Source: an optimization exercise on an open RTL-to-GDS flow (aim: small area, a short achievable clock period and few clock cycles). Production flows keep margins and buffers that such runs may drop.
RTL that was checked went through simulation tests only; none was proved equivalent to the original.
For run 1, only the layout was checked, not whether the RTL still works.
Power and IR drop assume default switching activity.

### constraint.sdc
create_clock -name core_clock -period 55.0 [get_ports {clk}]
set_input_delay 11.0000 -clock core_clock [delete_from_list [all_inputs] [get_ports {clk}]]
set_output_delay 11.0000 -clock core_clock [all_outputs]
set_load 0.01 [all_outputs]
### design.v
module calc(
    input clk,
    input rst_n,
    input [7:0] num,
    input [2:0] op,
    input start,
    output [15:0] result,
    output [15:0] display_val,
    output [2:0] led_op,
    output stop
);
localparam ADD = 3'd6;
localparam SUB = 3'd5;
localparam MUL = 3'd4;
localparam DIV = 3'd1;
localparam ENT = 3'd2;
localparam CLR = 3'd3;
reg [15:0] a, b, r;
reg [2:0]  o;           
reg        stp;         
reg        busy;        
reg        fresh;       
reg [3:0]  cnt;         
reg        algn;        
reg        fix;         
reg        sg;          
reg        bneg;        
wire ph = |o;
assign result = r;
assign display_val = a;
assign led_op = o;
assign stop = stp;
wire is_add = (o == ADD);
wire is_sub = (o == SUB);
wire is_mul = (o == MUL);
wire is_div = (o == DIV);
wire [15:0] ae = a & {16{~fresh}};    
wire div_run = busy & is_div & ~fix;
wire b_fix   = busy & is_div & fix;
wire sel_a = (~busy & (is_add | is_sub) & ~fresh) | div_run;
wire inv_a = ~busy & is_sub;
wire sel_r = (busy & is_mul) | b_fix;
wire y_en  = is_add | is_sub | (is_mul & ae[0]) | (is_div & ~b_fix);
wire y_inv = (~busy & is_div & b[15]) | (div_run & ~bneg);
wire ci    = y_inv | inv_a | (b_fix & sg);
wire [15:0] x = sel_a ? (a ^ {16{inv_a}}) : (sel_r ? r : {16{inv_a}});
wire [15:0] y = (b & {16{y_en}}) ^ {16{y_inv}};
wire [15:0] s;
wire        co;
rca #(16) u_add(.x(x), .y(y), .ci(ci), .s(s), .co(co));
wire [15:0] cur = ae;
wire [15:0] c10;
rca #(13) u_x10(.x(cur[12:0]), .y(cur[14:2]), .ci(1'b0), .s(c10[15:3]), .co());
assign c10[2:0] = {cur[1:0], 1'b0};
wire [7:0] hi1 = c10[15:8] + 8'd1;
wire [7:0] lo;
wire       c8;
cla8 u_lo(.x(c10[7:0]), .y(num), .s(lo), .co(c8));
wire [15:0] dg = {c8 ? hi1 : c10[15:8], lo};
wire [15:0] pm;         
assign pm[15] = a[15];
genvar gi;
generate
    for (gi = 14; gi >= 0; gi = gi - 1) begin : g_pm
        assign pm[gi] = pm[gi+1] | a[gi];
    end
endgenerate
wire fits = y[15] & (y[14] | ~bneg) & ~|(~y[14:0] & ~pm[15:1]) & ~&cnt;
wire req    = start & ~stp & ~busy;
wire q_dig  = req & (op == 3'd0);
wire q_clr  = req & (op == CLR);
wire q_ent  = req & (op == ENT) & ph;
wire q_opk  = req & (op == ADD || op == SUB || op == MUL || op == DIV) & ~ph;
wire mul_last = ~|ae[15:1];
wire b_mul   = busy & is_mul;
wire b_shift = div_run & algn & fits;
wire b_step  = div_run & ~(algn & fits);
wire last    = b_step & (cnt == 4'd0);
wire done    = (b_mul & mul_last) | b_fix;
wire e_mul = q_ent & is_mul;
wire e_div = q_ent & is_div;
wire e_as  = q_ent & (is_add | is_sub);
wire a_dg  = q_dig;
wire a_s   = e_div | e_as | ((e_mul | b_mul) & mul_last) | (b_step & co & ~last) | b_fix;
wire a_sh  = (e_mul | b_mul) & ~mul_last;
wire a_hld = ~(a_dg | a_s | a_sh | q_clr | last);
wire b_a   = (q_opk | e_div) & ~fresh;
wire b_shl = e_mul | b_mul | b_shift;
wire b_shr = b_step;
wire b_hld = ~(q_opk | e_div | b_shl | b_shr);
wire r_s   = e_as | e_mul | b_mul | b_fix;
wire r_sh  = b_step;
wire r_ini = e_div;
wire r_hld = ~(r_s | r_sh | r_ini | q_clr);
wire sgn = ae[15] ^ b[15];
always @(posedge clk) begin
    if (~rst_n) begin
        a <= 0; r <= 0;
    end else begin
        a <= ({16{a_dg}} & dg) | ({16{a_s}} & s) |
             ({16{a_sh}} & {1'b0, a[15:1]}) | ({16{a_hld}} & a);
        r <= ({16{r_s}} & s) | ({16{r_sh}} & {r[14:0], co ^ sg}) |
             {16{r_ini & sgn}} | ({16{r_hld}} & r);
    end
end
always @(posedge clk) begin
    b <= ({16{b_a}} & a) | ({16{b_shl}} & {b[14:0], 1'b0}) |
         ({16{b_shr}} & {bneg, b[15:1]}) | ({16{b_hld}} & b);
end
always @(posedge clk) begin
    if (~rst_n) begin
        o <= 0; stp <= 0; busy <= 0; fresh <= 0;
    end else begin
        if (stp & ~start) stp <= 0;
        if (req | done) stp <= 1;
        if ((e_mul & ~mul_last) | e_div) begin busy <= 1; stp <= 0; end
        if (done) busy <= 0;
        if (q_opk) o <= op;
        if (q_clr | e_as | (e_mul & mul_last) | done) o <= 0;
        if (q_dig) fresh <= 0;
        if (q_opk | e_as | (e_mul & mul_last) | done) fresh <= 1;
    end
end
always @(posedge clk) begin
    if (e_div) begin
        sg <= sgn; bneg <= ae[15];
        cnt <= 0; algn <= 1; fix <= 0;
    end else begin
        if (b_shift) cnt <= cnt + 4'd1;
        if (b_step) begin
            algn <= 0;
            cnt <= cnt - 4'd1;
            if (cnt == 4'd0) fix <= 1;
        end
        if (b_fix) fix <= 0;
    end
end
endmodule
module rca #(parameter W = 16) (
    input  [W-1:0] x,
    input  [W-1:0] y,
    input          ci,
    output [W-1:0] s,
    output         co
);
wire [W:0] c;
assign c[0] = ci;
assign co = c[W];
genvar i;
generate
    for (i = 0; i < W; i = i + 1) begin : g
        assign s[i] = x[i] ^ y[i] ^ c[i];
        assign c[i+1] = (x[i] & y[i]) | (c[i] & (x[i] ^ y[i]));
    end
endgenerate
endmodule
module cla8 (
    input  [7:0] x,
    input  [7:0] y,
    output [7:0] s,
    output       co
);
wire [7:0] g0 = x & y;
wire [7:0] p0 = x ^ y;
wire [7:0] g1, p1, g2, p2, g3;
assign g1[0] = g0[0];
assign p1[0] = p0[0];
genvar i;
generate
    for (i = 1; i < 8; i = i + 1) begin : l1
        assign g1[i] = g0[i] | (p0[i] & g0[i-1]);
        assign p1[i] = p0[i] & p0[i-1];
    end
    for (i = 0; i < 2; i = i + 1) begin : l2a
        assign g2[i] = g1[i];
        assign p2[i] = p1[i];
    end
    for (i = 2; i < 8; i = i + 1) begin : l2
        assign g2[i] = g1[i] | (p1[i] & g1[i-2]);
        assign p2[i] = p1[i] & p1[i-2];
    end
    for (i = 0; i < 4; i = i + 1) begin : l3a
        assign g3[i] = g2[i];
    end
    for (i = 4; i < 8; i = i + 1) begin : l3
        assign g3[i] = g2[i] | (p2[i] & g2[i-4]);
    end
endgenerate
assign s = p0 ^ {g3[6:0], 1'b0};
assign co = g3[7];
endmodule
### flow/run.sh
#!/bin/bash
# Layout flow: the standard flow with small port buffers and a clock
# tree of small buffers without dummy loads. Each tool's output is in standard.log.
bash standard.sh \
  "BUFFER_PORTS_ARGS=-buffer_cell sky130_fd_sc_hd__buf_2" \
  "CTS_ARGS=-sink_clustering_enable -repair_clock_nets -dont_use_dummy_load -buf_list sky130_fd_sc_hd__clkbuf_4" \
  finish > standard.log 2>&1
### standard.sh
#!/bin/bash
# synth_recipe.tcl (not shown) runs the flow's synth.tcl, then flattens the netlist and writes it again
# the make line also repeats each setting of config.mk as NAME=value (left out here)
make -C /OpenROAD-flow-scripts/flow DESIGN_CONFIG=/design/flow/config.mk WORK_HOME=/design/flow/orfs CLKGATE_MAP_FILE= SYNTH_SCRIPT=/design/flow/synth_recipe.tcl "${@:-finish}"
### config.mk
export PLATFORM = sky130hd
export DESIGN_NAME = calc
export DESIGN_NICKNAME = calc
export VERILOG_FILES = /design/flow/design.v
export SDC_FILE = /design/flow/constraint.sdc
export NUM_CORES = 4
export LEC_CHECK = 0
export CAP_MARGIN = 20
export CORE_MARGIN = 2
export CORE_UTILIZATION = 70
export PLACE_DENSITY = 0.8
export SLEW_MARGIN = 20
==> results of run 1 <==
where the power goes:
group	leakage (nW)	total (mW)	switching (mW)	internal, mW
Combinational	1.77	0.0134	0.00804	0.00532
Clock	0.0414	0.0226	0.0150	0.00758
Sequential	0.502	0.0490	0.00262	0.0464
worst max-delay path, stage by stage:
cell      delay [ps]
buf_2             90
nor3b_1          250
nand3_1          310
a211oi_4         780
and2_0           810
nor3_1           140
nand2_1          150
a21oi_4           90
a221o_1          370
worst paths after layout:
path,start,to,slack (ps)
setup / recovery,start,a[11],41270
hold / removal,algn,algn,500
setup reg to reg,busy,a[11],44080
hold reg to reg,algn,algn,500
layer usage:
layer  track usage, %  wire [um]  vias to the layer above  part of all wire (%)
met1             50.2       5800                     2451                    38
met2             62.1       7100                      373                    46
met5                0          0                        -                     0
met4             13.6        627                        0                   4.1
met3             9.52       1820                       72                    12
li1                 -          -                     2360                     -
cells in the mapped netlist, types with 2 or more instances:
cell type	count	share of area [%]
nor2_1	65	4.7
dfxtp_1	60	23
nand2_1	51	3.7
o21ai_0	48	4.6
a21oi_1	39	3.7
a221o_1	32	6.1
clkbuf_1	30	2.2
xnor2_1	30	5.0
fa_1	29	11
inv_1	27	1.9
a221oi_1	17	2.9
mux2i_1	17	3.3
a222oi_1	16	3.1
a22oi_1	15	2.2
nand2b_1	15	1.8
nor2b_1	12	1.4
buf_2	11	1.1
ha_1	11	2.6
nand3_1	9	0.86
nor3_1	9	0.86
nor4_1	6	0.72
xor2_1	6	1.0
o211ai_1	5	0.72
o221ai_1	5	0.84
a21boi_0	4	0.57
a21o_1	4	0.57
buf_6	4	0.86
nor3b_1	4	0.57
a211oi_1	3	0.43
nand3b_1	3	0.43
or4_1	3	0.43
a31oi_1	2	0.24
and3_1	2	0.24
buf_1	2	0.14
buf_4	2	0.29
edfxtp_1	2	1.1
o22ai_1	2	0.24
cell families after synthesis:
kind of cell | share of synthesized area (%)
AND/OR/NAND/NOR | 16.3
buffers and inverters | 6.61
multiplexers | 3.26
XOR/XNOR | 6.04
adder cells (fa/ha/maj) | 13.7
AO/OA/AOI/OAI | 29.9
flip-flops | 24.1
registers in the layout, summed over array words and instances, names as in the netlist:
| signal | flops |
|---|---|
| a | 16 |
| b | 16 |
| r | 16 |
| cnt | 4 |
| o | 3 |
| algn | 1 |
| bneg | 1 |
| busy | 1 |
| fix | 1 |
| fresh | 1 |
| sg | 1 |
| stp | 1 |
placed cells by master (no fill, tap or decap), types with 5 or more instances in the layout:
cell type / Yosys / routed
a21oi_1: 39 / 39
a221o_1: 32 / 32
a221oi_1: 17 / 17
a222oi_1: 16 / 16
a22oi_1: 15 / 15
buf_2: 11 / 49
buf_4: 2 / 8
clkbuf_4: 0 / 9
dfxtp_1: 60 / 60
fa_1: 29 / 29
ha_1: 11 / 11
inv_1: 27 / 27
mux2i_1: 17 / 17
nand2_1: 51 / 51
nand2b_1: 15 / 15
nand3_1: 9 / 9
nor2_1: 65 / 65
nor2b_1: 12 / 12
nor3_1: 9 / 9
o211ai_1: 5 / 5
o21ai_0: 48 / 48
o221ai_1: 5 / 5
xnor2_1: 30 / 30
xor2_1: 6 / 6
area by class of cell:
class,instances,area (sq um),share of cell area [%]
inverters,28,105,1.90
clock buffers,9,67.6,1.22
multi-input cells,487,3660,66.3
repair buffers,57,305,5.53
well taps,99,124,2.24
flip-flops and latches,62,1260,22.8
per-stage QoR:
step | power, mW | hold WS, ps | std cells
floorplan | 0.0588 | 426 | 627
global placement | 0.0622 | 472 | 733
detailed placement | 0.0628 | 489 | 733
CTS | 0.0846 | 505 | 742
global route | 0.0885 | 513 | 742
finish | 0.0850 | 495 | 742
==> metrics.md, run 1 <==
| Metric | Value |
|---|---|
| Area Growth Syn to Fin | 5.68% |
| Status | finished clean |
| Final Critical Period | 13,730 ps |
| Final Setup Violations | 0 |
| Placed instance area | 5440 sq um |
| Syn Area/Cell | 8.33 sq um |
| # hold bufs at CTS | 0 |
| Initial antenna violation count | 0 |
| Max-Cap Viols | 0 |
| Drt wl/cell | 20.7 um |
| Hold Path Class | flip-flop to flip-flop |
| Clock tree buffer depth | 2 |
| Slew Limit Fails | 0 |
| CP Max Fanout | 17 |
| Chip height | 90.4 um |
| Crit path arrival time | 14,020 ps |
| Crit. End Element | flip-flop |
| Crit start category | input pin |
| Gr usage total | 38.4% |
| Final Hold Viols | 0 |
| Worst skew pair latency | 430 ps |
| Grt ovf | 0 |
| DP Worst Slack | 40,790 ps |
| Worst-path clk slew | 80 ps |
| Required time of the critical path | 55,290 ps |
| LEAKAGE | 2.31 nW |
| Hold depth | 1 |
| Fillers | 565 |
| Predominant post-synthesis flop cell | dfxtp_1 |
| Total wire length | 15,400 um |
| Core area | 7250 sq um |
| Final worst-path setup slack | 41,270 ps |
| Vias per Instance | 7.08 |
| # port buffers | 49 |
| Vias | 5,256 |
| Max frequency | 72.8 MHz |
| Tcrit/Tclk final | 25.0% |
| Yosys cell types | 62 |
| H-tree Lvls | 3 |
| DR pass1 iterations | 9 |
| Post-synth EDFFs | 2 |
| Synth Warn # | 1 |
| Largest net degree at the start of global routing | 35 |
| Critical path class | input pin to flip-flop |
| Clk root buf | clkbuf_4 |
| Die W | 90.4 um |
| I/O pins | 50 |
| Synth Instances | 627 |
| Core Rows | 31 |
| Relative slew slack | 27.8% |
| Starting Density | 72.0% |
| Synth Cell Area | 5220 sq um |
| TNS Setup | 0 ps |
| # diodes | 0 |
| Layout cells sized above 1 | 12.1% |
| #FFs+latches synth | 62 |
| First-pass GRT wire length | 25,100 um |
| Register area share after synthesis | 24.1% |
| CTS resizes | 0 |
| Initial DRC count | 678 |
| Syn_nets | 681 |
| Nets | 699 |
| Post-Route Skew | 52.6 ps |
| Async SR Flop Fraction | 0% |
| RSZ-0062 raised after global routing | false |
| Antenna-violating nets left | 0 |
| Clock tree sinks | 62 |
| DIE AREA | 8170 sq um |
| DRC viols | 0 |
| CTS tree | done |
| DP HPWL | 11,000 um |
| Setup Fix Bufs, Post-CTS | 0 |
| Worst vdd ir | 0.0166 mV |
| Worst-Margin Slew | 1080 ps |
| Final instance area | 5520 sq um |
| Cts bufs inserted | 9 |
| PwrDens | 15.4 nW/um^2 |
| Fin util | 76.1% |
| Number of global-route vias before repair | 4,896 |
| R2R depth | 28 |
| GP Congestion | 0.963 |
==> inputs of run 2 (changes only) <==
--- a/design.v
+++ b/design.v
@@ -50,7 +50,5 @@
 rca #(16) u_add(.x(x), .y(y), .ci(ci), .s(s), .co(co));
 wire [15:0] cur = ae;
-wire [15:0] c10;
-rca #(13) u_x10(.x(cur[12:0]), .y(cur[14:2]), .ci(1'b0), .s(c10[15:3]), .co());
-assign c10[2:0] = {cur[1:0], 1'b0};
+wire [15:0] c10 = {cur[12:0], 3'd0} + {cur[14:0], 1'b0};
 wire [7:0] hi1 = c10[15:8] + 8'd1;
 wire [7:0] lo;
==> flow/run.sh (replaced) <==
#!/bin/bash
# Layout flow: the standard flow with small port buffers and a clock
# tree of small buffers without dummy loads. Each tool's output is in standard.log.
bash standard.sh \
  "BUFFER_PORTS_ARGS=-buffer_cell sky130_fd_sc_hd__buf_2" \
  "CTS_ARGS=-sink_clustering_enable -repair_clock_nets -dont_use_dummy_load -buf_list sky130_fd_sc_hd__clkbuf_8" \
  finish > standard.log 2>&1
--- a/config.mk
+++ b/config.mk
@@ -6,4 +6,5 @@
 export NUM_CORES = 4
 export LEC_CHECK = 0
+export ABC_AREA = 1
 export CAP_MARGIN = 20
 export CORE_MARGIN = 2
==> metrics.md, run 2 <==
| Metric | Value |
|---|---|
| Final Critical Period | 13,150 ps (-582 ps) |
| # diodes | 0 (unchanged) |
| #FFs+latches synth | 62 (unchanged) |
| Grt ovf | 0 (unchanged) |
| Final Hold Viols | 0 (unchanged) |
| CP Buf/Inv Count | 4 (+3) |
| Max frequency | 76.1 MHz (+4.4%) |
| RSZ-0062 raised after global routing | false |
| Final Setup Violations | 0 (unchanged) |
| Gr usage total | 40.7% (+2.3 points) |
| Clock tree buffer depth | 2 (unchanged) |
| Synth Warn # | 1 (unchanged) |
| # port buffers | 49 (unchanged) |
| Antenna-violating nets left | 0 (unchanged) |
| Max-Cap Viols | 0 (unchanged) |
| First-pass GRT wire length | 27,200 um (+8.3%) |
| CTS tree | done |
| # hold bufs at CTS | 0 (unchanged) |
| Chip height | 91.5 um (+1.3%) |
| Crit path arrival time | 13,410 ps (-610 ps) |
| Synth Instances | 811 (+29%) |
| Power consumption | 0.0894 mW (+5.2%) |
| Worst path max stage delay | 870 ps (+60 ps) |
| Register area share after synthesis | 23.5% (-0.63 points) |
| Post-synth EDFFs | 2 (unchanged) |
| Post-Route Skew | 26.3 ps (-26.3 ps) |
| Worst path cell trace | buf_2 > nor2_1 > inv_1 > nor3b_1 > inv_1 > nor2_2 > inv_1 > nor2_1 > a21oi_1 > a31oi_1 |
| Area Growth Syn to Fin | 6.97% |
| Most used cell, CP | inv_1 |
| Crit path from | op[2] |
| Initial DRC count | 984 (+45%) |
| DRC viols | 0 (unchanged) |
| Predominant post-synthesis flop cell | dfxtp_1 |
| Syn Area/Cell | 6.61 sq um (-21%) |
| Number of global-route vias before repair | 5,662 (+16%) |
| Crit. End Element | flip-flop |
| Slew Limit Fails | 0 (unchanged) |
| Relative slew slack | 26.2% (-1.6 points) |
| DP HPWL | 12,700 um (+15%) |
| Starting Density | 73.2% (+1.1 points) |
| Drt wl/cell | 17.8 um (-14%) |
| DR pass1 iterations | 10 (+1) |
| Vias | 6,144 (+17%) |
| Hold Path Class | flip-flop to flip-flop |
| Synth Cell Area | 5360 sq um (+2.7%) |
| DIE AREA | 8380 sq um (+2.6%) |
| GP Congestion | 1.03 (+6.8%) |
| Setup Fix Bufs, Post-CTS | 0 (unchanged) |
| Most frequent cells in the layout | 193 x nand2_1, 86 x nor2_1, 80 x inv_1 |
| Worst vdd ir | 0.00939 mV (-43%) |
| Initial antenna violation count | 0 (unchanged) |
| LEAKAGE | 2.66 nW (+15%) |
| Yosys cell types | 47 (-24%) |
| Status | finished clean |
| Die W | 91.5 um (+1.3%) |
| Total wire length | 16,800 um (+9.5%) |
| Vias per Instance | 6.52 (-8.0%) |
| TNS Setup | 0 ps (unchanged) |
| CTS resizes | 0 (unchanged) |
| Yosys top cell area share | 22.4% (-0.60 points) |
| Tcrit/Tclk final | 23.9% (-1.1 points) |
| Async SR Flop Fraction | 0% (unchanged) |
| Critical path class | input pin to flip-flop |
| Worst-path clk slew | 70 ps (about the same) |
| Crit start category | input pin |
| PwrDens | 15.6 nW/um^2 (+1.2%) |
| Core area | 7330 sq um (+1.1%) |
| CP Max Fanout | 16 (-1) |
| H-tree Lvls | 3 (unchanged) |
| Worst skew pair latency | 360 ps (-70 ps) |
| Regs by FF count | a: 16 flops, b: 16 flops, r: 16 flops |
| Synth area leader | dfxtp_1 |
| Most common cell after layout, fill and taps aside | nand2_1 |
| Worst-Margin Slew | 1100 ps (+23.2 ps) |
| Reg2Reg Launch Point | o[0] |
| Fillers | 581 (+2.8%) |
| I/O pins | 50 (unchanged) |
| Most common cell in the synthesized netlist | nand2_1 |
| Main area contributors after synthesis | dfxtp_1 22%, nand2_1 14%, fa_1 7.1% |
| Post-synth top cells | 193 x nand2_1, 86 x nor2_1, 80 x inv_1 |
| Required time of the critical path | 55,260 ps (-30 ps) |
| Critical path's top delay family | simple AND/OR/NAND/NOR gates |
| Layout cells sized above 1 | 10.3% (-1.8 points) |
| Nets | 901 (+29%) |
| Clock tree sinks | 62 (unchanged) |
| Crit path max-delay cell type | nor2_1 |
| Clk root buf | clkbuf_8 |
| Cts bufs inserted | 9 (unchanged) |
| Largest net degree at the start of global routing | 34 (-2.9%) |
| Worst Min Path Start | algn |
| Syn_nets | 866 (+27%) |
| Core Rows | 31 (unchanged) |
[run 2: layout make-up]
| cell class | instances | area (sq um) | share of cell area, % |
|---|---|---|---|
| sequential | 62 | 1260 | 22.0 |
| tap | 99 | 124 | 2.16 |
| multi-input combinational | 635 | 3630 | 63.3 |
| clock buffer | 9 | 124 | 2.16 |
| inverter | 85 | 319 | 5.56 |
| timing repair buffer | 53 | 275 | 4.80 |
[run 2: stage by stage]
step	hold slack, ps	util (%)	area [sq um]	setup slack [ps]	cells
global placement	474	76.5	5610	41640	934
finish	490	78.3	5740	41850	943
floorplan	451	-	5360	42260	811
detailed placement	480	76.5	5610	41490	934
CTS	492	78.2	5730	41830	943
global route	530	78.3	5740	41550	943
[run 2: worst paths after layout]
path / end / slack, ps / cells after the start
setup reg to reg: a[1] / 43610 / 30
hold / removal: algn / 490 / 2
setup / recovery: r[1] / 41850 / 10
hold reg to reg: algn / 490 / 2
[run 2: cells by family after synthesis]
group           after synthesis  synth area share [%]
compound gates              165                  17.5
xor+xnor                     34                  5.83
fa+ha+maj                    41                  12.2
buf+inv                     114                  8.79
flops                        62                  23.5
simple gates                395                  32.2
[run 2: per-layer routing]
| layer | vias up | global-route usage (%) | wire [um] |
|---|---|---|---|
| li1 | 2791 | - | - |
| met1 | 2755 | 52.8 | 6330 |
| met2 | 503 | 63.5 | 7460 |
| met3 | 95 | 11.3 | 2180 |
| met4 | 0 | 17.4 | 853 |
| met5 | - | 0 | 0 |
[run 2: power breakdown]
| group | leakage (nW) | switching (mW) | internal, mW |
|---|---|---|---|
| registers | 0.505 | 0.00171 | 0.0460 |
| clock network | 0.0647 | 0.0167 | 0.0145 |
| logic | 2.09 | 0.00706 | 0.00340 |
[run 2: worst min-delay path, delay by kind of cell (launching register included)]
family                 cells  cell delay, ps
AO/OA/AOI/OAI              1              80
flip-flops                 1             300
buffers and inverters      1              60
Testbench counts of run 2, summed over its fixed seeds: cycles 28,309.
==> inputs of run 3 (changes only) <==
--- a/config.mk
+++ b/config.mk
@@ -6,8 +6,8 @@
 export NUM_CORES = 4
 export LEC_CHECK = 0
-export ABC_AREA = 1
 export CAP_MARGIN = 20
 export CORE_MARGIN = 2
 export CORE_UTILIZATION = 70
+export GPL_TIMING_DRIVEN = 1
 export PLACE_DENSITY = 0.8
 export SLEW_MARGIN = 20
==> metrics.md, run 3 <==
| Metric | Value |
|---|---|
| Worst skew pair latency | 360 ps (about the same) |
| Crit path arrival time | 13,340 ps (-70 ps) |
| Clock share of power | 33.7% (-1.3 points) |
| Layout cells sized above 1 | 11.0% (+0.66 points) |
| Most common cell after layout, fill and taps aside | nand2_1 |
| CTS tree | done |
| Most common cell in the synthesized netlist | nand2_1 |
| Nets | 741 (-18%) |
| Gr usage total | 39.3% (-1.4 points) |
| Post-Route Skew | 26.1 ps (-0.175 ps) |
| Hold Path Class | flip-flop to flip-flop |
| Final Critical Period | 13,150 ps (+5.30 ps) |
| Syn Area/Cell | 7.80 sq um (+18%) |
| Predominant post-synthesis flop cell | dfxtp_1 |
| DP HPWL | 11,400 um (-11%) |
| Clock tree sinks | 62 (unchanged) |
| Initial DRC count | 730 (-26%) |
| Worst vdd ir | 0.0136 mV (+45%) |
| I/O pins | 50 (unchanged) |
| Tcrit/Tclk final | 23.9% (about the same) |
| CTS resizes | 0 (unchanged) |
| Sequential fraction of design power | 52.7% (-0.7 points) |
| Largest net degree at the start of global routing | 39 (+15%) |
| # diodes | 0 (unchanged) |
| Core Rows | 31 (unchanged) |
| CP Max Fanout | 5 (-11) |
| Worst R2R Setup Slack | 42,840 ps (-770 ps) |
| Number of global-route vias before repair | 5,297 (-6.4%) |
| Synth Cell Area | 5180 sq um (-3.3%) |
| Main area contributors after synthesis | dfxtp_1 23%, fa_1 7.3%, a21oi_1 6.9% |
| H-tree Lvls | 3 (unchanged) |
| Vias | 5,585 (-9.1%) |
| Placed Cells incl. Taps | 774 (-17%) |
| Worst-Margin Slew | 1110 ps (+5.12 ps) |
| Most frequent cells in the layout | 89 x nand2_1, 72 x a21oi_1, 60 x dfxtp_1 |
| RSZ-0062 raised after global routing | false |
| DP Worst Slack | 41,510 ps (+29.1 ps) |
| Relative slew slack | 25.6% (-0.57 points) |
| Starting Density | 71.9% (-1.3 points) |
| Fillers | 598 (+2.9%) |
| GP Congestion | 1.01 (-1.7%) |
| PwrDens | 16.7 nW/um^2 (+7.2%) |
| # port buffers | 49 (unchanged) |
| Synth area leader | dfxtp_1 |
| DR pass1 iterations | 7 (-3) |
| Grt ovf | 0 (unchanged) |
| Required time of the critical path | 55,190 ps (-70 ps) |
| Cts bufs inserted | 9 (unchanged) |
| Core area | 7210 sq um (-1.6%) |
| Combinational Power Share | 13.7% (+2.0 points) |
| Area Growth Syn to Fin | 6.80% |
| Max frequency | 76.0 MHz (about the same) |
| Syn_nets | 720 (-17%) |
| DIE AREA | 8110 sq um (-3.2%) |
| Total wire length | 15,700 um (-6.7%) |
| Status | finished clean |
| Final worst-path setup slack | 41,850 ps (-5.30 ps) |
| Clk root buf | clkbuf_8 |
| Switching share of power | 28.9% (+0.37 points) |
| DRC viols | 0 (unchanged) |
| Setup Fix Bufs, Post-CTS | 0 (unchanged) |
| Vias per Instance | 7.13 (+9.5%) |
| Post-synth top cells | 89 x nand2_1, 72 x a21oi_1, 60 x dfxtp_1 |
| Antenna-violating nets left | 0 (unchanged) |
| TNS Setup | 0 ps (unchanged) |
| Initial antenna violation count | 0 (unchanged) |
| Async SR Flop Fraction | 0% (unchanged) |
| Switching power | 0.0267 mW (+4.8%) |
| Max-Cap Viols | 0 (unchanged) |
| Synth Instances | 665 (-18%) |
| Int Pwr | 0.0658 mW (+2.9%) |
| Yosys top cell area share | 23.2% (+0.77 points) |
| Crit start category | input pin |
| Clock tree buffer depth | 2 (unchanged) |
| Final Setup Violations | 0 (unchanged) |
| Slew Limit Fails | 0 (unchanged) |
| Chip height | 90.1 um (-1.6%) |
| #FFs+latches synth | 62 (unchanged) |
| Critical path class | input pin to flip-flop |
| Regs by FF count | a: 16 flops, b: 16 flops, r: 16 flops |
| Synth Warn # | 1 (unchanged) |
| Die W | 90.1 um (-1.6%) |
| Register area share after synthesis | 24.3% (+0.81 points) |
| Final Hold Viols | 0 (unchanged) |
| LEAKAGE | 2.37 nW (-11%) |
| Cell Count, Final, Fillers Out | 783 (-17%) |
| # hold bufs at CTS | 0 (unchanged) |
| Yosys cell types | 60 (+28%) |
| Worst-path clk slew | 70 ps (about the same) |
| First-pass GRT wire length | 25,800 um (-5.1%) |
| Fin Hold WS | 504 ps (+13.9 ps) |
| Post-synth EDFFs | 2 (unchanged) |
| Crit. End Element | flip-flop |
| Drt wl/cell | 20.0 um (+12%) |
==> run 3: changes by cell type after synthesis, moves of 16 or more <==
cell	before	now
clkbuf_1	15	33
nand3_1	63	23
inv_1	80	11
nor2b_1	0	21
nand2_1	193	89
xor2_1	29	6
nor2_1	86	56
xnor2_1	3	34
nand4_1	20	4
a221oi_1	0	18
a222oi_1	0	29
==> run 3: final cells by class <==
cell class | instances | area (sq um) | share of cell area, %
clock buffers | 9 | 124 | 2.24
flip-flops and latches | 62 | 1260 | 22.8
inverters | 13 | 53.8 | 0.972
repair buffers | 53 | 275 | 4.97
multi-input cells | 547 | 3700 | 66.8
well taps | 99 | 124 | 2.24
==> run 3: power by group through the flow <==
stage	logic [mW]	registers [mW]	clock network, mW
floorplan	0.00956	0.0484	0
global placement	0.0118	0.0495	0
detailed placement	0.0123	0.0495	0
CTS	0.0124	0.0485	0.0305
global route	0.0139	0.0489	0.0324
finish	0.0126	0.0487	0.0311
==> run 3: layer usage <==
metal,vias to the layer above,global-route usage (%),share of wire [%]
li1,2512,-,-
met2,388,66.5,47
met1,2607,48.0,36
met3,78,7.96,11
met4,0,18.5,4.8
met5,-,0,0
==> run 3: path summary, 6_finish.rpt <==
check,startpoint,cells past startpoint,end
hold reg to reg,r[2],2,r[3]
setup reg to reg,o[0],26,a[14]
hold / removal,r[2],2,r[3]
setup / recovery,num[2],11,a[15]
==> run 3: cells by family (layout without fill, tap and decap cells) <==
family / after synthesis / count (layout) / share of synthesized area [%]
multiplexers: 1 / 1 / 0.217
adder cells (fa/ha/maj): 41 / 41 / 12.6
XOR/XNOR: 41 / 41 / 7.19
buffers and inverters: 56 / 75 / 4.61
AO/OA/AOI/OAI: 217 / 217 / 28.4
flip-flops: 62 / 62 / 24.3
AND/OR/NAND/NOR: 247 / 247 / 22.6
==> run 3: worst max-delay path, stage by stage <==
cell	delay, ps
buf_2	120
ha_1	280
a21oi_1	70
nor2b_1	160
o31ai_1	100
a21oi_1	410
nand4_1	240
nor4_1	300
xnor3_1	380
a222oi_1	220
nor2_1	70
==> run 3: through the flow <==
stage / cell area [sq um] / utilization (%) / power, mW
after global placement: 5410 / 74.9 / 0.0613
after CTS: 5530 / 76.6 / 0.0914
after floorplan: 5180 / - / 0.0579
final: 5540 / 76.8 / 0.0925
after global routing: 5540 / 76.8 / 0.0951
after detailed placement: 5410 / 74.9 / 0.0618
==> inputs of run 4 (changes only) <==
--- a/config.mk
+++ b/config.mk
@@ -9,5 +9,4 @@
 export CORE_MARGIN = 2
 export CORE_UTILIZATION = 70
-export GPL_TIMING_DRIVEN = 1
 export PLACE_DENSITY = 0.8
 export SLEW_MARGIN = 20
==> metrics.md, run 4 <==
| Metric | Value |
|---|---|
| Status | finished clean |
| Critical path class | input pin to flip-flop |
| Main area contributors after synthesis | dfxtp_1 23%, fa_1 7.3%, a21oi_1 6.9% |
| Initial DRC count | 730 (unchanged) |
| Total wire length | 15,700 um (unchanged) |
| Worst reg2reg path endpoint | a[14] |
| Worst R2R Setup Slack | 42,840 ps (about the same) |
| Int Pwr | 0.0658 mW (unchanged) |
| TNS Setup | 0 ps (unchanged) |
| Slew Limit Fails | 0 (unchanged) |
| Final Critical Period | 13,150 ps (unchanged) |
| DIE AREA | 8110 sq um (unchanged) |
| Clock share of power | 33.7% (about the same) |
| Largest net degree at the start of global routing | 39 (unchanged) |
| Yosys cell types | 60 (unchanged) |
| PwrDens | 16.7 nW/um^2 (unchanged) |
| Synth Cell Area | 5180 sq um (unchanged) |
| Synth Instances | 665 (unchanged) |
| Regs by FF count | a: 16 flops, b: 16 flops, r: 16 flops |
| Syn_nets | 720 (unchanged) |
| Yosys top cell area share | 23.2% (unchanged) |
| Syn Area/Cell | 7.80 sq um (unchanged) |
| Most common cell in the synthesized netlist | nand2_1 |
| Worst-Margin Slew | 1110 ps (unchanged) |
| Synth Warn # | 1 (unchanged) |
| I/O pins | 50 (unchanged) |
| Placed Cells incl. Taps | 774 (unchanged) |
| Relative slew slack | 25.6% (unchanged) |
| CTS resizes | 0 (unchanged) |
| Register area share after synthesis | 24.3% (unchanged) |
| Reg2Reg Launch Point | o[0] |
| Crit. End Element | flip-flop |
| Die W | 90.1 um (unchanged) |
| Post-synth top cells | 89 x nand2_1, 72 x a21oi_1, 60 x dfxtp_1 |
| # hold bufs at CTS | 0 (unchanged) |
| Gr usage total | 39.3% (unchanged) |
| Vias | 5,585 (unchanged) |
| Post-Route Skew | 26.1 ps (unchanged) |
| Antenna-violating nets left | 0 (unchanged) |
| Chip height | 90.1 um (unchanged) |
| Worst vdd ir | 0.0136 mV (unchanged) |
| Setup Fix Bufs, Post-CTS | 0 (unchanged) |
| Worst Min Path Start | r[2] |
| Vias per Instance | 7.13 (unchanged) |
| DP HPWL | 11,400 um (unchanged) |
| Predominant post-synthesis flop cell | dfxtp_1 |
| Sequential fraction of design power | 52.7% (about the same) |
| Crit path arrival time | 13,340 ps (about the same) |
| Hold endpoint | r[3] |
| Number of global-route vias before repair | 5,297 (unchanged) |
| DR pass1 iterations | 7 (unchanged) |
| Met1 Resource Use GR | 48.0% (unchanged) |
| Final instance area | 5540 sq um (unchanged) |
| DRC viols | 0 (unchanged) |
| GR met3 Demand/Resource | 7.96% (unchanged) |
| Crit start category | input pin |
| Max frequency | 76.0 MHz (unchanged) |
| Core Rows | 31 (unchanged) |
| Worst-path clk slew | 70 ps (about the same) |
| CTS tree | done |
| Clock tree sinks | 62 (unchanged) |
| Switching share of power | 28.9% (unchanged) |
| R2R depth | 26 (unchanged) |
| RSZ-0062 raised after global routing | false |
| Placed instance area | 5410 sq um (unchanged) |
| CP Max Fanout | 5 (unchanged) |
| Switching power | 0.0267 mW (unchanged) |
| #FFs+latches synth | 62 (unchanged) |
| # port buffers | 49 (unchanged) |
| GP Congestion | 1.01 (unchanged) |
| Grt ovf | 0 (unchanged) |
| Area Growth Syn to Fin | 6.80% (unchanged) |
| Post-synth EDFFs | 2 (unchanged) |
| Core area | 7210 sq um (unchanged) |
| Max-Cap Viols | 0 (unchanged) |
| Nets | 741 (unchanged) |
| Starting Density | 71.9% (unchanged) |
| H-tree Lvls | 3 (unchanged) |
| Met2 global-route usage | 66.5% (unchanged) |
| Worst path cell trace | buf_2 > ha_1 > a21oi_1 > nor2b_1 > o31ai_1 > a21oi_1 > nand4_1 > nor4_1 > xnor3_1 > a222oi_1 > nor2_1 |
| Async SR Flop Fraction | 0% (unchanged) |
| Cts bufs inserted | 9 (unchanged) |
| Hold depth | 2 (unchanged) |
| Layout cells sized above 1 | 11.0% (unchanged) |
| LEAKAGE | 2.37 nW (unchanged) |
| GRT busiest layer | met2 |
| Final Setup Violations | 0 (unchanged) |
| Required time of the critical path | 55,190 ps (about the same) |
| Worst skew pair latency | 360 ps (about the same) |
| Combinational Power Share | 13.7% (about the same) |
| Crit path max-delay cell type | a21oi_1 |
| Most frequent cells in the layout | 89 x nand2_1, 72 x a21oi_1, 60 x dfxtp_1 |
| Hold Path Class | flip-flop to flip-flop |
| Tcrit/Tclk final | 23.9% (unchanged) |
| # diodes | 0 (unchanged) |
| Initial antenna violation count | 0 (unchanged) |
| Drt wl/cell | 20.0 um (unchanged) |
| Clock tree buffer depth | 2 (unchanged) |
| Final Hold Viols | 0 (unchanged) |
| Cell Count, Final, Fillers Out | 783 (unchanged) |
| Most used cell, CP | a21oi_1 |
| Worst path max stage delay | 410 ps (about the same) |
| Clk root buf | clkbuf_8 |
| Synth area leader | dfxtp_1 |
| First-pass GRT wire length | 25,800 um (unchanged) |
| Most common cell after layout, fill and taps aside | nand2_1 |
run 4: cell counts after synthesis:
No cell type changed its count.
run 4: stage by stage:
stage | total power [mW] | hold slack [ps] | setup slack (ps) | util (%)
final | 0.0925 | 504 | 41850 | 76.8
after global routing | 0.0951 | 523 | 41640 | 76.8
after CTS | 0.0914 | 500 | 41860 | 76.6
after detailed placement | 0.0618 | 497 | 41510 | 74.9
after global placement | 0.0613 | 484 | 41610 | 74.9
after floorplan | 0.0579 | 459 | 41950 | -
run 4: metal layers:
| metal | routed length (um) | vias up |
|---|---|---|
| met2 | 7420 | 388 |
| met1 | 5710 | 2607 |
| met4 | 752 | 0 |
| met3 | 1810 | 78 |
| li1 | - | 2512 |
| met5 | 0 | - |
run 4: critical path: cells and delay by family:
| family | cells | cell delay [ps] |
|---|---|---|
| fa+ha+maj | 1 | 280 |
| compound gates | 4 | 800 |
| xor+xnor | 1 | 380 |
| buf+inv | 1 | 120 |
| simple gates | 4 | 770 |
run 4: layout make-up:
type | count | area, sq um
Inverter | 13 | 53.8
Timing Repair Buffer | 53 | 275
Fill cell | 598 | 1680
Clock buffer | 9 | 124
Multi-Input combinational cell | 547 | 3700
Sequential cell | 62 | 1260
Tap cell | 99 | 124
run 4: cells by family (layout without fill, tap and decap cells):
logic type | Yosys count | after routing | share of synthesized area [%]
xor gates and xnor gates | 41 | 41 | 7.19
buffers and inverters | 56 | 75 | 4.61
AOI/OAI and AO/OA | 217 | 217 | 28.4
DFF | 62 | 62 | 24.3
muxes | 1 | 1 | 0.217
and+or+nand+nor | 247 | 247 | 22.6
adders and majority gates | 41 | 41 | 12.6
run 4: power groups by stage:
stage / Combinational [mW] / Clock, mW / Sequential [mW]
after floorplan: 0.00956 / 0 / 0.0484
after global placement: 0.0118 / 0 / 0.0495
after detailed placement: 0.0123 / 0 / 0.0495
after CTS: 0.0124 / 0.0305 / 0.0485
after global routing: 0.0139 / 0.0324 / 0.0489
final: 0.0126 / 0.0311 / 0.0487
run 4: worst max-delay path by stage:
stage	endpoint	slack [ps]	depth (start not counted)	start
2_1_floorplan	a[15]	41950	9	num[3]
3_3_place_gp	a[15]	41610	11	num[2]
3_5_place_dp	a[15]	41510	11	num[2]
4_1_cts	a[15]	41860	11	num[2]
5_1_grt	a[15]	41640	11	num[2]
6_report	a[15]	41850	11	num[2]
==> inputs of run 5 (changes only) <==
--- a/config.mk
+++ b/config.mk
@@ -10,3 +10,3 @@
 export CORE_UTILIZATION = 70
 export PLACE_DENSITY = 0.8
-export SLEW_MARGIN = 20
+export SLEW_MARGIN = 45
==> metrics.md, run 5 <==
| Metric | Value |
|---|---|
| CTS resizes | 0 (unchanged) |
| Max frequency | 75.7 MHz (-0.48%) |
| Register area share after synthesis | 24.3% (unchanged) |
| Core area | 7210 sq um (unchanged) |
| Chip height | 90.1 um (unchanged) |
| Regs by FF count | a: 16 flops, b: 16 flops, r: 16 flops |
| H-tree Lvls | 3 (unchanged) |
| Most common cell in the synthesized netlist | nand2_1 |
| First-pass GRT wire length | 26,000 um (+0.75%) |
| Core Rows | 31 (unchanged) |
| LEAKAGE | 2.38 nW (+0.29%) |
| Critical path class | input pin to flip-flop |
| CTS tree | done |
| Largest net degree at the start of global routing | 39 (unchanged) |
| # port buffers | 49 (unchanged) |
| Initial DRC count | 833 (+14%) |
| Worst skew pair latency | 360 ps (about the same) |
| Reg2Reg Launch Point | o[0] |
| # hold bufs at CTS | 0 (unchanged) |
| Nets | 741 (unchanged) |
| Total wire length | 16,000 um (+1.7%) |
| DP HPWL | 11,400 um (+0.22%) |
| Synth Warn # | 1 (unchanged) |
| RSZ-0062 raised after global routing | false |
| Syn Area/Cell | 7.80 sq um (unchanged) |
| Final Critical Period | 13,220 ps (+63.5 ps) |
| Worst path cell trace | buf_2 > ha_1 > a21oi_1 > nor2b_1 > o31ai_1 > a21oi_1 > nand4_1 > nor4_1 > xnor3_1 > a222oi_1 > nor2_1 |
| Layout cells sized above 1 | 12.0% (+1.0 points) |
| # diodes | 0 (unchanged) |
| Synth area leader | dfxtp_1 |
| Number of global-route vias before repair | 5,258 (-0.74%) |
| Drt wl/cell | 20.4 um (+1.7%) |
| Predominant post-synthesis flop cell | dfxtp_1 |
| TNS Setup | 0 ps (unchanged) |
| Most frequent cells in the layout | 89 x nand2_1, 72 x a21oi_1, 59 x dfxtp_1 |
| Tcrit/Tclk final | 24.0% (+0.12 points) |
| CP Buf/Inv Count | 1 (unchanged) |
| Post-synth top cells | 89 x nand2_1, 72 x a21oi_1, 60 x dfxtp_1 |
| Cts bufs inserted | 9 (unchanged) |
| Crit path max-delay cell type | a21oi_1 |
| Starting Density | 71.9% (unchanged) |
| Yosys top cell area share | 23.2% (unchanged) |
| Die W | 90.1 um (unchanged) |
| Vias | 5,602 (+0.30%) |
| Most used cell, CP | a21oi_1 |
| Area Growth Syn to Fin | 7.24% |
| Critical path's top delay family | compound AO/OA/AOI/OAI gates |
| Max-Cap Viols | 0 (unchanged) |
| Crit start category | input pin |
| Grt ovf | 0 (unchanged) |
| Clk root buf | clkbuf_8 |
| Post-synth EDFFs | 2 (unchanged) |
| Post-Route Skew | 18.6 ps (-7.56 ps) |
| Fillers | 573 (-4.2%) |
| Crit path arrival time | 13,430 ps (+90 ps) |
| CP Max Fanout | 5 (unchanged) |
| Syn_nets | 720 (unchanged) |
| Clock tree sinks | 62 (unchanged) |
| Placed instance area | 5440 sq um (+0.56%) |
| Hold Path Class | flip-flop to flip-flop |
| #FFs+latches synth | 62 (unchanged) |
| Worst-Margin Slew | 745 ps (-363 ps) |
| Fin Hold WS | 482 ps (-22.3 ps) |
| Antenna-violating nets left | 0 (unchanged) |
| Worst path max stage delay | 440 ps (+30 ps) |
| Main area contributors after synthesis | dfxtp_1 23%, fa_1 7.3%, a21oi_1 6.9% |
| Clock tree buffer depth | 2 (unchanged) |
| Crit. End Element | flip-flop |
| Slew Limit Fails | 0 (unchanged) |
| Worst Min Path Start | r[2] |
| Relative slew slack | 50.2% (+25 points) |
| Initial antenna violation count | 0 (unchanged) |
| DRC viols | 0 (unchanged) |
| Synth Cell Area | 5180 sq um (unchanged) |
| Area of the multi-input gates | 3720 sq um (+0.54%) |
| DIE AREA | 8110 sq um (unchanged) |
| Most common cell after layout, fill and taps aside | nand2_1 |
| Worst-path clk slew | 70 ps (about the same) |
| Final instance area | 5560 sq um (+0.41%) |
| GP Congestion | 1.01 (unchanged) |
| Final Hold Viols | 0 (unchanged) |
| Gr usage total | 39.5% (+0.21 points) |
| Async SR Flop Fraction | 0% (unchanged) |
| Worst vdd ir | 0.0135 mV (-0.73%) |
| Crit path from | num[2] |
| Yosys cell types | 60 (unchanged) |
| Synth Instances | 665 (unchanged) |
| PwrDens | 16.6 nW/um^2 (-0.32%) |
| DR pass1 iterations | 9 (+2) |
| Setup Fix Bufs, Post-CTS | 0 (unchanged) |
| I/O pins | 50 (unchanged) |
| Required time of the critical path | 55,210 ps (+20 ps) |
| Vias per Instance | 7.15 (+0.30%) |
| Final Setup Violations | 0 (unchanged) |
| Status | finished clean |
| Seq. cell area | 1260 sq um (about the same) |
[run 5: cell counts after synthesis]
Identical to the previous run, type by type.
[run 5: path summary, 6_finish.rpt]
| kind | slack (ps) | cells after the start | to |
|---|---|---|---|
| worst max register to register | 43700 | 26 | a[13] |
| worst min register to register | 480 | 2 | r[3] |
| worst max-delay path | 41780 | 11 | a[15] |
| worst min-delay path | 480 | 2 | r[3] |
[run 5: power by group]
| part | leakage (nW) | internal, mW | total [mW] | switching, mW |
|---|---|---|---|---|
| sequential | 0.508 | 0.0463 | 0.0487 | 0.00249 |
| clock | 0.0647 | 0.0146 | 0.0311 | 0.0166 |
| combinational | 1.80 | 0.00500 | 0.0127 | 0.00770 |
| total | 2.38 | 0.0658 | 0.0926 | 0.0267 |
[run 5: stage by stage]
stage	instances	setup WS, ps	utilization [%]	power, mW
after floorplan	665	41950	-	0.0579
after global placement	774	41610	74.9	0.0613
after detailed placement	774	41550	75.3	0.0619
after CTS	783	41850	77.1	0.0918
after global routing	783	41560	77.1	0.0951
final	783	41780	77.1	0.0926
[run 5: layout make-up]
class                           instances  share of cell area (%)
Inverter                               13                   0.990
Clock buffer                            9                    2.23
Timing Repair Buffer                   53                    4.95
Multi-Input combinational cell        547                    66.9
Sequential cell                        62                    22.7
Tap cell                               99                    2.23
[run 5: layer usage]
layer  up-vias  track usage, %  share of wire, %
met5         -               0                 0
met4         0            19.2               4.3
met3        73            6.12                12
met2       394            65.5                47
met1      2614            50.5                37
li1       2521               -                 -
[run 5: cells by family after synthesis]
family / synth area share [%]
xor+xnor: 7.19
fa+ha+maj: 12.6
compound gates: 28.4
buf+inv: 4.61
flops: 24.3
mux: 0.217
simple gates: 22.6
[run 5: worst register-to-register path, cell delays in order (launching register included)]
cell and delay [ps]:
dfxtp_1 540, or3b_1 600, nor3_2 490, nor2_2 270, nor2_2 550, a221oi_1 240, fa_1 460, fa_1 470
fa_1 460, fa_1 470, fa_1 470, fa_1 470, fa_1 470, fa_1 470, fa_1 460, fa_1 470
fa_1 470, fa_1 460, fa_1 460, fa_1 460, fa_1 470, fa_1 500, or2_2 320, a21oi_1 140
buf_4 240, a222oi_1 130, a21oi_1 200
==> inputs of run 6 (changes only) <==
--- a/config.mk
+++ b/config.mk
@@ -8,5 +8,5 @@
 export CAP_MARGIN = 20
 export CORE_MARGIN = 2
-export CORE_UTILIZATION = 70
-export PLACE_DENSITY = 0.8
-export SLEW_MARGIN = 45
+export CORE_UTILIZATION = 60
+export PLACE_DENSITY = 0.7
+export SLEW_MARGIN = 20
==> metrics.md, run 6 <==
| Metric | Value |
|---|---|
| Worst-path clk slew | 70 ps (about the same) |
| Worst Min Path Start | r[3] |
| Drt wl/cell | 20.7 um (+1.6%) |
| GP Congestion | 0.952 (-5.9%) |
| Setup Fix Bufs, Post-CTS | 0 (unchanged) |
| PwrDens | 16.8 nW/um^2 (+0.70%) |
| I/O pins | 50 (unchanged) |
| Hold endpoint | r[4] |
| DP HPWL | 11,700 um (+3.0%) |
| #FFs+latches synth | 62 (unchanged) |
| Synth area leader | dfxtp_1 |
| Status | finished clean |
| Clock tree sinks | 62 (unchanged) |
| Yosys cell types | 60 (unchanged) |
| Final worst-path setup slack | 41,680 ps (-105 ps) |
| DIE AREA | 9400 sq um (+16%) |
| Placed Cells incl. Taps | 780 (+0.78%) |
| Layout cells sized above 1 | 11.3% (-0.73 points) |
| Core area | 8300 sq um (+15%) |
| Power consumption | 0.0931 mW (+0.57%) |
| Worst reg2reg path endpoint | a[14] |
| Area Growth Syn to Fin | 7.09% |
| CP Buf/Inv Count | 1 (unchanged) |
| Worst skew pair latency | 360 ps (about the same) |
| Crit. End Element | flip-flop |
| Required time of the critical path | 55,190 ps (-20 ps) |
| TNS Setup | 0 ps (unchanged) |
| Critical path class | input pin to flip-flop |
| Fin util | 66.9% (-10 points) |
| Most used cell, CP | a21oi_1 |
| Grt ovf | 0 (unchanged) |
| Tcrit/Tclk final | 24.2% (+0.19 points) |
| Clk root buf | clkbuf_8 |
| Async SR Flop Fraction | 0% (unchanged) |
| Crit start category | input pin |
| CTS resizes | 0 (unchanged) |
| Number of global-route vias before repair | 5,242 (-0.30%) |
| Post-synth top cells | 89 x nand2_1, 72 x a21oi_1, 60 x dfxtp_1 |
| DR pass1 iterations | 7 (-2) |
| Worst R2R Setup Slack | 42,560 ps (-1140 ps) |
| Vias per Instance | 6.91 (-3.4%) |
| Total wire length | 16,300 um (+2.3%) |
| Core Rows | 33 (+6.5%) |
| Final Setup Violations | 0 (unchanged) |
| Reg2Reg Launch Point | o[0] |
| Starting Density | 62.5% (-9.4 points) |
| Cell Count, Final, Fillers Out | 789 (+0.77%) |
| Largest net degree at the start of global routing | 39 (unchanged) |
| R2R depth | 25 (-3.8%) |
| Synth Instances | 665 (unchanged) |
| Chip height | 97.0 um (+7.7%) |
| Crit path arrival time | 13,510 ps (+80 ps) |
| # hold bufs at CTS | 0 (unchanged) |
| Initial antenna violation count | 0 (unchanged) |
| Syn Area/Cell | 7.80 sq um (unchanged) |
| Worst path cell trace | buf_2 > ha_1 > a21oi_1 > nor2b_1 > o31ai_1 > a21oi_1 > nand4_1 > nor4_1 > xnor3_1 > a222oi_1 > nor2_1 |
| Critical path's top delay family | compound AO/OA/AOI/OAI gates |
| Crit path max-delay cell type | a21oi_1 |
| Worst path max stage delay | 450 ps (about the same) |
| DP Worst Slack | 41,400 ps (-147 ps) |
| Yosys top cell area share | 23.2% (unchanged) |
| Gr usage total | 34.1% (-5.4 points) |
| Die W | 97.0 um (+7.7%) |
| Most common cell after layout, fill and taps aside | nand2_1 |
| RSZ-0062 raised after global routing | false |
| Initial DRC count | 670 (-20%) |
| DRC viols | 0 (unchanged) |
| Predominant post-synthesis flop cell | dfxtp_1 |
| Regs by FF count | a: 16 flops, b: 16 flops, r: 16 flops |
| LEAKAGE | 2.37 nW (-0.13%) |
| Register area share after synthesis | 24.3% (unchanged) |
| Vias | 5,455 (-2.6%) |
| CTS tree | done |
| Syn_nets | 720 (unchanged) |
| H-tree Lvls | 3 (unchanged) |
| Synth Warn # | 1 (unchanged) |
| Post-synth EDFFs | 2 (unchanged) |
| Synth Cell Area | 5180 sq um (unchanged) |
| Hold Path Class | flip-flop to flip-flop |
| # diodes | 0 (unchanged) |
| First-pass GRT wire length | 26,100 um (+0.37%) |
| Antenna-violating nets left | 0 (unchanged) |
| Nets | 741 (unchanged) |
| Final Critical Period | 13,320 ps (+105 ps) |
| Worst-Margin Slew | 999 ps (+254 ps) |
| Final Hold Viols | 0 (unchanged) |
| Relative slew slack | 33.0% (-17 points) |
| Clock tree buffer depth | 2 (unchanged) |
| Hold depth | 2 (unchanged) |
| Cts bufs inserted | 9 (unchanged) |
| Worst vdd ir | 0.0133 mV (-1.4%) |
| CP Max Fanout | 5 (unchanged) |
| Main area contributors after synthesis | dfxtp_1 23%, fa_1 7.3%, a21oi_1 6.9% |
| Most frequent cells in the layout | 89 x nand2_1, 71 x a21oi_1, 60 x dfxtp_1 |
| Max frequency | 75.1 MHz (-0.79%) |
| Post-Route Skew | 34.3 ps (+15.8 ps) |
| Slew Limit Fails | 0 (unchanged) |
| Most common cell in the synthesized netlist | nand2_1 |
| # port buffers | 49 (unchanged) |
| Max-Cap Viols | 0 (unchanged) |
run 6: cell counts after synthesis:
No cell type changed its count.
run 6: kinds of logic after synthesis:
kind of cell / synth area share, %
adders and majority gates: 12.6
muxes: 0.217
and+or+nand+nor: 22.6
xor gates and xnor gates: 7.19
AOI/OAI and AO/OA: 28.4
buffers and inverters: 4.61
DFF: 24.3
run 6: worst min-delay path: stages, from the launching register on:
cell     delay [ps]
dfxtp_1         340
nand2_1          70
a31oi_1          60
run 6: cell type report:
cell class,count,area (sq um)
fillers,760,2750
repair buffers,53,275
well taps,105,131
multi-input cells,547,3710
inverters,13,53.8
clock buffers,9,124
flip-flops and latches,62,1260
run 6: how the worst max path moves through the flow:
stage	startpoint	depth (start not counted)	endpoint	slack, ps
5_1_grt	num[2]	11	a[15]	41430
6_report	num[2]	11	a[15]	41680
4_1_cts	num[2]	11	a[15]	41710
3_5_place_dp	num[2]	11	a[15]	41400
3_3_place_gp	start	9	a[13]	41500
2_1_floorplan	num[3]	9	a[15]	41950
run 6: metal layers:
layer | track usage, % | up-vias | share of wire (%)
met5 | 2.75 | - | 0
met4 | 12.6 | 0 | 3.0
met3 | 8.67 | 46 | 11
met2 | 57.4 | 313 | 48
met1 | 42.1 | 2586 | 38
li1 | - | 2510 | -
run 6: power by group:
group / total (mW) / internal, mW / switching [mW]
combinational: 0.0132 / 0.00504 / 0.00817
sequential: 0.0483 / 0.0462 / 0.00204
clock: 0.0316 / 0.0145 / 0.0171
run 6: metrics by stage:
step / instance area, sq um / hold WS, ps
floorplan: 5180 / 459
global placement: 5410 / 486
detailed placement: 5420 / 494
CTS: 5540 / 505
global route: 5550 / 526
finish: 5550 / 503
==> inputs of run 7 (changes only) <==
--- a/config.mk
+++ b/config.mk
@@ -6,7 +6,7 @@
 export NUM_CORES = 4
 export LEC_CHECK = 0
-export CAP_MARGIN = 20
+export CAP_MARGIN = 50
 export CORE_MARGIN = 2
-export CORE_UTILIZATION = 60
-export PLACE_DENSITY = 0.7
+export CORE_UTILIZATION = 70
+export PLACE_DENSITY = 0.8
 export SLEW_MARGIN = 20
==> metrics.md, run 7 <==
| Metric | Value |
|---|---|
| Most common cell after layout, fill and taps aside | nand2_1 |
| Fin Hold WS | 498 ps (-5.20 ps) |
| Worst vdd ir | 0.0125 mV (-6.5%) |
| Predominant post-synthesis flop cell | dfxtp_1 |
| Status | finished clean |
| Area Growth Syn to Fin | 8.06% |
| Gr usage total | 39.7% (+5.6 points) |
| Crit path from | num[2] |
| Post-synth EDFFs | 2 (unchanged) |
| Power consumption | 0.0922 mW (-0.95%) |
| Syn Area/Cell | 7.80 sq um (unchanged) |
| Register area share after synthesis | 24.3% (unchanged) |
| Yosys cell types | 60 (unchanged) |
| DR pass1 iterations | 13 (+6) |
| Most frequent cells in the layout | 89 x nand2_1, 72 x a21oi_1, 60 x dfxtp_1 |
| Clock tree buffer depth | 2 (unchanged) |
| Initial DRC count | 713 (+6.4%) |
| Number of global-route vias before repair | 5,404 (+3.1%) |
| Final Hold Viols | 0 (unchanged) |
| RSZ-0062 raised after global routing | false |
| # port buffers | 49 (unchanged) |
| PwrDens | 16.5 nW/um^2 (-1.8%) |
| Core Rows | 31 (-6.1%) |
| Chip height | 90.1 um (-7.1%) |
| Critical path class | input pin to flip-flop |
| Crit start category | input pin |
| DIE AREA | 8110 sq um (-14%) |
| Main area contributors after synthesis | dfxtp_1 23%, fa_1 7.3%, a21oi_1 6.9% |
| I/O pins | 50 (unchanged) |
| Antenna-violating nets left | 0 (unchanged) |
| Post-Route Skew | 28.0 ps (-6.32 ps) |
| Die W | 90.1 um (-7.1%) |
| Final Critical Period | 13,150 ps (-178 ps) |
| Worst skew pair latency | 360 ps (about the same) |
| Clock tree sinks | 62 (unchanged) |
| Starting Density | 71.9% (+9.4 points) |
| # hold bufs at CTS | 0 (unchanged) |
| Placed instance area | 5480 sq um (+1.2%) |
| H-tree Lvls | 3 (unchanged) |
| #FFs+latches synth | 62 (unchanged) |
| Initial antenna violation count | 0 (unchanged) |
| LEAKAGE | 2.42 nW (+1.8%) |
| Largest net degree at the start of global routing | 39 (unchanged) |
| Synth Cell Area | 5180 sq um (unchanged) |
| Vias | 5,536 (+1.5%) |
| Layout cells sized above 1 | 11.7% (+0.43 points) |
| Post-synth top cells | 89 x nand2_1, 72 x a21oi_1, 60 x dfxtp_1 |
| Synth Instances | 665 (unchanged) |
| Synth Warn # | 1 (unchanged) |
| Total wire length | 15,900 um (-2.9%) |
| Most common cell in the synthesized netlist | nand2_1 |
| Grt ovf | 0 (unchanged) |
| TNS Setup | 0 ps (unchanged) |
| Final instance area | 5600 sq um (+0.90%) |
| Worst Min Path Start | r[1] |
| Max-Cap Viols | 0 (unchanged) |
| Vias per Instance | 6.99 (+1.1%) |
| Nets | 750 (+1.2%) |
| Final Setup Violations | 0 (unchanged) |
| Synth area leader | dfxtp_1 |
| Relative slew slack | 53.8% (+21 points) |
| # diodes | 0 (unchanged) |
| Required time of the critical path | 55,200 ps (about the same) |
| Yosys top cell area share | 23.2% (unchanged) |
| Hold Path Class | flip-flop to flip-flop |
| Clk root buf | clkbuf_8 |
| Syn_nets | 720 (unchanged) |
| Async SR Flop Fraction | 0% (unchanged) |
| Cts bufs inserted | 9 (unchanged) |
| First-pass GRT wire length | 26,300 um (+0.58%) |
| Max frequency | 76.1 MHz (+1.4%) |
| CTS tree | done |
| Crit. End Element | flip-flop |
| GP Congestion | 1.01 (+6.2%) |
| Tcrit/Tclk final | 23.9% (-0.32 points) |
| Core area | 7210 sq um (-13%) |
| Slew Limit Fails | 0 (unchanged) |
| Worst-Margin Slew | 690 ps (-309 ps) |
| Worst-path clk slew | 70 ps (about the same) |
| DRC viols | 0 (unchanged) |
| CP Max Fanout | 5 (unchanged) |
| Drt wl/cell | 20.0 um (-3.2%) |
| Regs by FF count | a: 16 flops, b: 16 flops, r: 16 flops |
| CTS resizes | 0 (unchanged) |
| Setup Fix Bufs, Post-CTS | 0 (unchanged) |
| Crit path arrival time | 13,350 ps (-160 ps) |
| DP HPWL | 11,500 um (-1.8%) |
| Reg2Reg Launch Point | o[0] |
[run 7: layer usage]
layer	vias up	part of all wire [%]	routed length (um)	track usage [%]
li1	2529	-	-	-
met5	-	0	0	1.28
met4	0	4.7	744	19.1
met1	2551	37	5870	48.2
met2	366	48	7550	66.6
met3	90	11	1710	9.05
[run 7: kinds of logic (layout without fill, tap and decap cells)]
family | count (synthesis) | after routing | synth area share [%]
flip-flops | 62 | 62 | 24.3
buffers and inverters | 56 | 84 | 4.61
multiplexers | 1 | 1 | 0.217
AND/OR/NAND/NOR | 247 | 247 | 22.6
AO/OA/AOI/OAI | 217 | 217 | 28.4
XOR/XNOR | 41 | 41 | 7.19
adder cells (fa/ha/maj) | 41 | 41 | 12.6
[run 7: critical path, cell delays in order]
cell,delay [ps]
buf_2,120
ha_1,290
a21oi_1,70
nor2b_1,170
o31ai_1,110
a21oi_1,410
nand4_1,240
nor4_1,300
xnor3_1,380
a222oi_1,220
nor2_1,70
[run 7: final cells by class]
cell class	instances	area (sq um)
Multi-Input combinational cell	547	3690
Sequential cell	62	1260
Clock buffer	9	124
Timing Repair Buffer	62	349
Tap cell	99	124
Inverter	13	53.8
Fill cell	567	1610
[run 7: stage by stage]
step	utilization [%]	cells	worst slack (ps)
detailed placement	75.9	783	41530
CTS	77.7	792	41870
finish	77.7	792	41850
floorplan	-	665	41950
global placement	74.9	774	41610
global route	77.7	792	41650
[run 7: power by group]
part	switching (mW)	total, mW	leakage (nW)	internal (mW)
Combinational	0.00808	0.0134	1.85	0.00534
Clock	0.0160	0.0305	0.0647	0.0145
Sequential	0.00205	0.0483	0.508	0.0463
Total	0.0261	0.0922	2.42	0.0661
[run 7: path summary, 6_finish.rpt]
path / slack, ps / end / cells past startpoint
worst min-delay path: 500 / r[2] / 2
worst max-delay path: 41850 / a[15] / 11
worst max register to register: 43800 / a[14] / 27
worst min register to register: 500 / r[2] / 2
==> inputs of run 8 (changes only) <==
==> flow/run.sh (replaced) <==
#!/bin/bash
# Layout flow: the standard flow with small port buffers, a clock tree of
# small buffers without dummy loads, and timing repair that aims for slack
# well above zero. Each tool's output is in standard.log.
bash standard.sh \
  "BUFFER_PORTS_ARGS=-buffer_cell sky130_fd_sc_hd__buf_2" \
  "CTS_ARGS=-sink_clustering_enable -repair_clock_nets -dont_use_dummy_load -buf_list sky130_fd_sc_hd__clkbuf_8" \
  "SETUP_SLACK_MARGIN=42.5" \
  finish > standard.log 2>&1
--- a/config.mk
+++ b/config.mk
@@ -6,5 +6,5 @@
 export NUM_CORES = 4
 export LEC_CHECK = 0
-export CAP_MARGIN = 50
+export CAP_MARGIN = 20
 export CORE_MARGIN = 2
 export CORE_UTILIZATION = 70
==> metrics.md, run 8 <==
| Metric | Value |
|---|---|
| Clock tree buffer depth | 2 (unchanged) |
| Yosys cell types | 60 (unchanged) |
| GR met3 Demand/Resource | 9.14% (+0.084 points) |
| # hold bufs at CTS | 0 (unchanged) |
| Vias per Instance | 7.22 (+3.3%) |
| Layout cells sized above 1 | 17.0% (+5.3 points) |
| Area Growth Syn to Fin | 14.2% |
| Area of the multi-input gates | 3950 sq um (+6.9%) |
| Cell Count, Final, Fillers Out | 794 (+0.25%) |
| Initial antenna violation count | 0 (unchanged) |
| Synth Cell Area | 5180 sq um (unchanged) |
| Sequential fraction of design power | 51.9% (-0.5 points) |
| Register area share after synthesis | 24.3% (unchanged) |
| Crit path from | num[4] |
| RSZ-0062 raised after global routing | true |
| #FFs+latches synth | 62 (unchanged) |
| Critical path class | input pin to flip-flop |
| Worst vdd ir | 0.0148 mV (+18%) |
| Chip height | 90.1 um (unchanged) |
| Most used cell, CP | nor2_2 |
| Most common cell after layout, fill and taps aside | nand2_1 |
| LEAKAGE | 2.46 nW (+1.9%) |
| I/O pins | 50 (unchanged) |
| CTS tree | done |
| Antenna-violating nets left | 0 (unchanged) |
| Synth Warn # | 1 (unchanged) |
| Final Critical Period | 12,550 ps (-596 ps) |
| Core Rows | 31 (unchanged) |
| Tcrit/Tclk final | 22.8% (-1.1 points) |
| Worst Min Path Start | algn |
| Max-Cap Viols | 0 (unchanged) |
| GP Congestion | 1.00 (-1.2%) |
| First-pass GRT wire length | 26,600 um (+1.2%) |
| Number of global-route vias before repair | 5,482 (+1.4%) |
| Worst-path clk slew | 70 ps (about the same) |
| DP HPWL | 11,700 um (+1.7%) |
| Die W | 90.1 um (unchanged) |
| Initial DRC count | 694 (-2.7%) |
| Crit path arrival time | 12,760 ps (-590 ps) |
| Main area contributors after synthesis | dfxtp_1 23%, fa_1 7.3%, a21oi_1 6.9% |
| Switching share of power | 29.1% (+0.76 points) |
| Final Setup Violations | 0 (unchanged) |
| Most common cell in the synthesized netlist | nand2_1 |
| Met2 global-route usage | 66.9% (+0.31 points) |
| Yosys top cell area share | 23.2% (unchanged) |
| Async SR Flop Fraction | 0% (unchanged) |
| Post-synth top cells | 89 x nand2_1, 72 x a21oi_1, 60 x dfxtp_1 |
| TNS Setup | 0 ps (unchanged) |
| GRT busiest layer | met2 |
| DP Worst Slack | 41,710 ps (+181 ps) |
| Relative slew slack | 31.0% (-23 points) |
| DRC viols | 0 (unchanged) |
| Starting Density | 71.9% (unchanged) |
| Synth Instances | 665 (unchanged) |
| Seq. cell area | 1260 sq um (unchanged) |
| Clk root buf | clkbuf_8 |
| Met1 Resource Use GR | 47.9% (-0.27 points) |
| Post-synth EDFFs | 2 (unchanged) |
| Worst path cell trace | buf_2 > ha_4 > nor2_2 > nor2_2 > o31ai_4 > a21oi_2 > nand4_1 > nor4_2 > xnor3_1 > a222oi_1 > nor2_1 |
| Core area | 7210 sq um (unchanged) |
| Gr usage total | 40.5% (+0.80 points) |
| H-tree Lvls | 3 (unchanged) |
| PwrDens | 15.9 nW/um^2 (-3.2%) |
| Worst path max stage delay | 280 ps (-130 ps) |
| DR pass1 iterations | 8 (-5) |
| Syn_nets | 720 (unchanged) |
| Clock tree sinks | 62 (unchanged) |
| Status | finished clean |
| Combinational Power Share | 15.8% (+1.2 points) |
| Predominant post-synthesis flop cell | dfxtp_1 |
| Required time of the critical path | 55,220 ps (+20 ps) |
run 8: worst paths after layout:
path,to,slack [ps],depth (start not counted)
worst max register to register,a[6],43690,27
worst min-delay path,algn,510,2
worst min register to register,algn,510,2
worst max-delay path,a[15],42450,11
run 8: power groups by stage:
stage | combinational [mW] | sequential, mW | clock [mW]
final | 0.0149 | 0.0489 | 0.0305
after global routing | 0.0160 | 0.0490 | 0.0318
after CTS | 0.0138 | 0.0487 | 0.0304
after detailed placement | 0.0133 | 0.0496 | 0
after global placement | 0.0127 | 0.0495 | 0
after floorplan | 0.0106 | 0.0484 | 0
run 8: cell families after synthesis:
kind of cell	count (synthesis)	synth area share, %
fa+ha+maj	41	12.6
flops	62	24.3
simple gates	247	22.6
mux	1	0.217
compound gates	217	28.4
xor+xnor	41	7.19
buf+inv	56	4.61
run 8: critical path: cells and delay by family:
| kind | cells | cell delay (ps) |
|---|---|---|
| simple gates | 5 | 620 |
| fa+ha+maj | 1 | 280 |
| buf+inv | 1 | 110 |
| compound gates | 3 | 490 |
| xor+xnor | 1 | 250 |
run 8: timing repair:
item | 4_1_cts | 5_1_grt
pin swaps | 11 | 8
setup endpoints to repair | 48 | 42
resized for setup | 11 | 8
buffers inserted | 5 | 7
run 8: metrics by stage:
step | hold slack (ps) | utilization (%) | power [mW]
after floorplan | 459 | - | 0.0590
after global placement | 486 | 77.2 | 0.0622
after detailed placement | 491 | 77.2 | 0.0629
after CTS | 503 | 80.3 | 0.0929
after global routing | 534 | 82.0 | 0.0969
final | 506 | 82.0 | 0.0943
run 8: layout make-up:
| class | instances | area share (%) |
|---|---|---|
| clock buffers | 9 | 2.09 |
| inverters | 13 | 0.909 |
| multi-input cells | 547 | 66.7 |
| flip-flops and latches | 62 | 21.3 |
| well taps | 99 | 2.09 |
| repair buffers | 64 | 6.93 |
run 8: per-layer routing:
metal	wire, um	share of wire [%]
met1	5950	35
met2	7790	46
met3	2000	12
met4	1110	6.6
met5	0	0

==> re-timing with driven ports <==
The results above use ideal ports. As a check the final layouts listed here were re-extracted and re-timed, cells and wires unchanged.
Step 1 assumes that a clkbuf_16 drives the clock port and a buf_2 every other input.
Step 2, shift: input delay + t, output delay - t, t = (earliest + latest rising clock arrival at the registers) / 2. This alone moves slack from input paths to output paths.
Three values: ideal, step 1, step 2; two values: the first two.
run | t, ns | slack for setup (ns)
run 1 | 0.433 | 41.269 / 41.281 / 40.847
run 2 | 0.378 | 41.851 / 41.862 / 41.484
run 3 | 0.378 | 41.846 / 41.860 / 41.482
run 4 | 0.378 | 41.846 / 41.860 / 41.482
run 5 | 0.381 | 41.782 / 41.796 / 41.416
run 6 | 0.377 | 41.677 / 41.695 / 41.318
run 7 | 0.377 | 41.855 / 41.869 / 41.492
run 8 | 0.371 | 42.451 / 42.460 / 42.089
After both steps setup and hold are still met in every run listed.
